This is an optimization exercise on Yosys and OpenROAD, whose aim is small area, a short achievable clock period and few clock cycles, not a production implementation.
Only simulation tests tie the RTL to the original design; equivalence was not proved.
No activity file was given, so power comes from the tool's default toggle rates.

oak:
Design CONVCOR, start of the top module:
module CONVCOR(clk, rst_n, in_valid, in_a, in_b, in_mode, out_valid, out);
Size in the first run: ~1400 cells after synthesis, about 260 flip-flops, roughly 73 I/O pins, about 15000 µm² of cells after synthesis.
clock: 12.5 ns
lec_check: 0
cap_margin: 20
core_margin: 2
core_utilization: 40
slew_margin: 20
standard.sh (not shown) runs the stock make flow with config.mk's settings and CLKGATE_MAP_FILE= SYNTH_SCRIPT=/design/flow/synth_recipe.tcl, a recipe that flattens the netlist after the stock synthesis.
==> flow/flow/run.sh <==
#!/bin/bash
set -euo pipefail
bash standard.sh SETUP_SLACK_MARGIN=9 finish > standard_flow.log 2>&1
oak closes out successfully: all stages finished, all timing, DRC and antenna checks passed.
Testbench counts of oak, summed over its fixed seeds: cycles 14,544.
The following lists how pine was set up differently from oak:
# oak
export LEC_CHECK = 0
export CAP_MARGIN = 20
export CORE_MARGIN = 2
export CORE_UTILIZATION = 40
export SLEW_MARGIN = 20
create_clock -name core_clock -period 12.5 [get_ports {clk}]
# pine
export LEC_CHECK = 0
export ABC_AREA = 1
export CAP_MARGIN = 20
export CORE_MARGIN = 2
export CORE_UTILIZATION = 60
export CTS_BUF_LIST = sky130_fd_sc_hd__clkbuf_16
export CTS_CLUSTER_DIAMETER = 120
export CTS_CLUSTER_SIZE = 25
export SLEW_MARGIN = 20
create_clock -name core_clock -period 12.5 [get_ports {clk}]
Results
The final layouts of oak and pine pass the timing, DRC and antenna checks. Going from oak to pine, transition time at the pin with the least slew margin fell by 0.30 ns, final non-filler cell area saw little to no change, overall die height went down about 16%, tap cell instance count shrank by 138, sequential share of layout area decreased 0.29 points. pine vs. oak: effective utilization at floorplan increased 21 points, register-to-register setup slack decreased 0.07 ns, overall power after layout increased about 7%. Re met3 usage in global routing: oak and pine aren't equal, and the higher value belongs to pine.
Setup changes, pine to birch
# pine
export LEC_CHECK = 0
export ABC_AREA = 1
export CAP_MARGIN = 20
export CORE_MARGIN = 2
export CORE_UTILIZATION = 60
export CTS_BUF_LIST = sky130_fd_sc_hd__clkbuf_16
export CTS_CLUSTER_DIAMETER = 120
export CTS_CLUSTER_SIZE = 25
export SLEW_MARGIN = 20
create_clock -name core_clock -period 12.5 [get_ports {clk}]
# birch
export LEC_CHECK = 0
export CAP_MARGIN = 20
export CORE_MARGIN = 2
export CORE_UTILIZATION = 60
export CTS_BUF_LIST = sky130_fd_sc_hd__clkbuf_16
export CTS_CLUSTER_DIAMETER = 90
export CTS_CLUSTER_SIZE = 30
export SLEW_MARGIN = 20
create_clock -name core_clock -period 12.5 [get_ports {clk}]
==> flow/flow/run.sh <==
#!/bin/bash
set -euo pipefail
bash standard.sh SETUP_SLACK_MARGIN=9 "BUFFER_PORTS_ARGS=-buffer_cell sky130_fd_sc_hd__buf_1" finish > standard_flow.log 2>&1
==> comparison <==
- Compare pine and birch | global-route usage higher: pine
- Total negative slack essentially unchanged between pine and birch.
- Area after synthesis for birch: about 4.5% down relative to pine
Inputs modified between birch and maple:
# birch
export LEC_CHECK = 0
export CAP_MARGIN = 20
export CORE_MARGIN = 2
export CORE_UTILIZATION = 60
export CTS_BUF_LIST = sky130_fd_sc_hd__clkbuf_16
export CTS_CLUSTER_DIAMETER = 90
export CTS_CLUSTER_SIZE = 30
export SLEW_MARGIN = 20
create_clock -name core_clock -period 12.5 [get_ports {clk}]
# maple
export LEC_CHECK = 0
export CAP_MARGIN = 20
export CORE_MARGIN = 2
export CORE_UTILIZATION = 40
export CTS_BUF_LIST = sky130_fd_sc_hd__clkbuf_8
export CTS_CLUSTER_SIZE = 30
export SLEW_MARGIN = 20
create_clock -name core_clock -period 12.5 [get_ports {clk}]
==> flow/flow/run.sh <==
#!/bin/bash
set -euo pipefail
bash standard.sh SETUP_SLACK_MARGIN=9 finish > standard_flow.log 2>&1
==> comparison <==
- The final routed wirelength across all metal layers in birch is 0.939 times that in maple.
- Going from birch to maple, post-route worst setup slack now smaller; die area now larger; DRC violation total after the first TritonRoute iteration now smaller; clock-buffer cell count now larger; met2 wire length now larger.
- In maple the number of buffers other than clock buffers in the final layout turned out 29% higher than in birch.
- Compared to birch, maple has number of buffers inserted to repair setup after CTS 16 higher.
- maple ended with every stage complete and zero timing, DRC or antenna violations.
- Run comparison: birch worst setup path startpoint out[17]; maple worst setup path startpoint out[16]
- Compared with birch, maple shows number of fill cells in the layout that has gone up by more than half.
- The run showing the smaller core utilization of the finished layout is maple.


job 101:
Starting RTL as in the previous note.
Settings: LEC_CHECK=0, CAP_MARGIN=20, CORE_MARGIN=2, CORE_UTILIZATION=75, CTS_BUF_LIST=sky130_fd_sc_hd__clkbuf_16, CTS_CLUSTER_DIAMETER=100, CTS_CLUSTER_SIZE=30, SLEW_MARGIN=20; clock period 12.5 ns.
==> flow/flow/run.sh <==
#!/bin/bash
set -euo pipefail
bash standard.sh SETUP_SLACK_MARGIN=9 finish > standard_flow.log 2>&1
Testbench counts of job 101, summed over its fixed seeds: cycles 14,544.
Edits applied to the flow inputs when going from job 101 to job 102:
==> flow/flow/run.sh <==
#!/bin/bash
set -euo pipefail
bash standard.sh SETUP_SLACK_MARGIN=9 "BUFFER_PORTS_ARGS=-buffer_cell sky130_fd_sc_hd__buf_1" finish > standard_flow.log 2>&1
-- flow/config.mk --
<<< job 101, line 9
export CORE_MARGIN = 2
export CORE_UTILIZATION = 75
export CTS_BUF_LIST = sky130_fd_sc_hd__clkbuf_16
export CTS_CLUSTER_DIAMETER = 100
export CTS_CLUSTER_SIZE = 30
export SLEW_MARGIN = 20
>>> job 102, line 9
export CORE_MARGIN = 2
export CORE_UTILIZATION = 60
export CTS_BUF_LIST = sky130_fd_sc_hd__clkbuf_16
export CTS_CLUSTER_DIAMETER = 150
export CTS_CLUSTER_SIZE = 20
export SLEW_MARGIN = 20
Notes after the runs:
Comparing share of power burned in combinational logic for job 101 and job 102, the bigger number came from job 101. Utilization job 101 -> job 102: down. Layout overhead on the synthesized area: job 102 lower than job 101. Looking at wire length after detailed routing, job 102 sits about 2.8% lower than job 101 does. In the final reports, the cell area of job 102 is smaller than that of job 101. The number of cells upsized or downsized after cts of job 102 is lower than that of job 101. Job 102 — net switching fraction of the power 1.0 points lower, job 101 as reference. Between job 101 and job 102, the difference in final number of max-transition violations is negligible. Compared with job 101, job 102 shows total half-perimeter wirelength after legalization and detailed placement higher by about 0.5%. Number of standard cells in the final layout excluding fillers in job 102 vs job 101: up 3.4%.
--- input diff job 102..job 103 ---
==> flow/flow/run.sh <==
#!/bin/bash
set -euo pipefail
bash standard.sh SETUP_SLACK_MARGIN=9 finish > standard_flow.log 2>&1
-- flow/config.mk --
<<< job 102, line 9
export CORE_MARGIN = 2
export CORE_UTILIZATION = 60
export CTS_BUF_LIST = sky130_fd_sc_hd__clkbuf_16
export CTS_CLUSTER_DIAMETER = 150
export CTS_CLUSTER_SIZE = 20
export SLEW_MARGIN = 20
>>> job 103, line 9
export CORE_MARGIN = 2
export CORE_UTILIZATION = 70
export CTS_CLUSTER_SIZE = 30
export SLEW_MARGIN = 20
Sort job 102 and job 103 by number of inserted filler cells in the final layout asc -> top: job 103
Relative to job 102, overall power increased by 10% in job 103.
Power consumed by sequential cells essentially unchanged between job 102 and job 103.
Critical path depth in cells came out exactly the same in job 102 and job 103.
Compared to job 102, job 103 has count of plain and timing-repair buffers in the layout about 3.7% higher.


CONVCOR again, from the RTL that the note above started with.
clock: 12.5 ns
lec_check: 0
cap_margin: 20
core_margin: 2
core_utilization: 60
cts_buf_list: sky130_fd_sc_hd__clkbuf_8
cts_cluster_size: 30
slew_margin: 20
==> flow/flow/run.sh <==
#!/bin/bash
set -euo pipefail
bash standard.sh SETUP_SLACK_MARGIN=9 finish > standard_flow.log 2>&1
The starting point completed without violations.
Testbench counts at the start, summed over its fixed seeds: cycles 14,544.
Next try:
Settings changed: CTS_BUF_LIST sky130_fd_sc_hd__clkbuf_8 to sky130_fd_sc_hd__clkbuf_16, CTS_CLUSTER_DIAMETER from default to 120, CTS_CLUSTER_SIZE 30 to 25.
Effect: Die area stays the same. Worst setup slack gains 0.039 ns. Synthesized cell count stays the same. Global-route usage is lower by 0.56 points. Maximum frequency is higher by 1.1%. Count of clock-buffer cells in the layout is lower by 35. Via count is lower by 1.9%.
Next try:
==> flow/flow/run.sh (replaced) <==
#!/bin/bash
set -euo pipefail
bash standard.sh SETUP_SLACK_MARGIN=9.2 finish > standard_flow.log 2>&1
=>
- final cell count grows slightly
- non-clock buffer count goes up by 32
- global-route usage grows by 0.48 points
- register-to-register slack is better by 0.19 ns
- worst setup slack gains 0.0090 ns
- power came out higher by a few percent
- maximum frequency is about the same


CONVCOR again, from the RTL that the note above started with.
Settings: LEC_CHECK=0, CAP_MARGIN=20, CORE_MARGIN=2, CORE_UTILIZATION=60, CTS_BUF_LIST=sky130_fd_sc_hd__clkbuf_16, CTS_CLUSTER_DIAMETER=120, CTS_CLUSTER_SIZE=25, SLEW_MARGIN=20; clock period 12.5 ns.
==> flow/flow/run.sh <==
#!/bin/bash
set -euo pipefail
bash standard.sh SETUP_SLACK_MARGIN=9 "BUFFER_PORTS_ARGS=-buffer_cell sky130_fd_sc_hd__buf_1" finish > standard_flow.log 2>&1
The baseline finished with timing, DRC and antenna clean.
Testbench counts at the start, summed over its fixed seeds: cycles 14,544.
==> next run, changes <==
==> flow/flow/run.sh (replaced) <==
#!/bin/bash
set -euo pipefail
bash standard.sh SETUP_SLACK_MARGIN=8.9 finish > standard_flow.log 2>&1
Outcome: Routed wire length increases by 0.92%. Synthesized cell count stays the same. Power increases by 0.41%. Clock-buffer cell count does not change. Register-to-register slack got worse by 70 ps. Core utilization increases by 0.62 points. Setup slack got worse by 90 ps. Die area stays the same. Combinational power hardly moves. Hold slack got worse by 7.5 ps.
==> next run, changes <==
==> flow/flow/run.sh (replaced) <==
#!/bin/bash
set -euo pipefail
bash standard.sh SETUP_SLACK_MARGIN=9 finish > standard_flow.log 2>&1
Settings changed: CORE_UTILIZATION 60 to 70.
After rerunning: Sequential share of layout area grows by 0.20 points. Combinational power hardly moves. Total power grows by 0.99%. Final area grows by about 0.3%. Worst hold slack stays flat. Register-to-register slack gains 50 ps.

-- port drivers added, routing unchanged --
In the flow no input, the clock included, has a driving cell. The finished layouts below were timed again as built, in two steps.
Step 1 (the two cells are an assumption about what drives the block):
set clk [get_ports {clk}]
set_driving_cell -lib_cell sky130_fd_sc_hd__clkbuf_16 $clk
set_driving_cell -lib_cell sky130_fd_sc_hd__buf_2 [delete_from_list [all_inputs] $clk]
Step 2 adds t to the input delays and takes it off the output delays; t is the mean of the earliest and latest rising clock arrival at the registers after step 1. Input paths then give back, and output paths get back, about the clock's delay inside the block.
Three values: ideal ports, drivers, drivers and shift; two values: the first two.
run	t, ns	setup WS [ns]	worst hold slack (ns)
oak	0.612	8.978 / 8.925 / 8.621	0.325 / 0.325 / 0.325
pine	0.536	9.031 / 8.982 / 8.776	0.328 / 0.328 / 0.328
birch	0.540	9.035 / 8.987 / 9.007	0.332 / 0.332 / 0.332
maple	0.615	8.957 / 8.911 / 8.620	0.323 / 0.323 / 0.323
job 101	0.538	9.029 / 8.981 / 8.617	0.344 / 0.344 / 0.344
job 102	0.534	9.031 / 8.984 / 9.004	0.334 / 0.334 / 0.334
job 103	0.582	9.015 / 8.966 / 8.629	0.337 / 0.337 / 0.337
the first run of note 3	0.593	8.994 / 8.948 / 8.666	0.324 / 0.324 / 0.324
the second run of note 3	0.542	9.034 / 8.984 / 8.674	0.329 / 0.329 / 0.329
the third run of note 3	0.542	9.042 / 8.994 / 8.785	0.330 / 0.330 / 0.330
the first run of note 4	0.540	9.035 / 8.988 / 8.954	0.341 / 0.341 / 0.341
the second run of note 4	0.540	8.945 / 8.898 / 8.648	0.333 / 0.333 / 0.333
the third run of note 4	0.552	9.022 / 8.974 / 8.635	0.332 / 0.332 / 0.332
After both steps setup and hold are still met in every run listed. The setup slack of job 101, which loses most, moves by -0.048 ns with the drivers and by -0.412 ns with both steps.
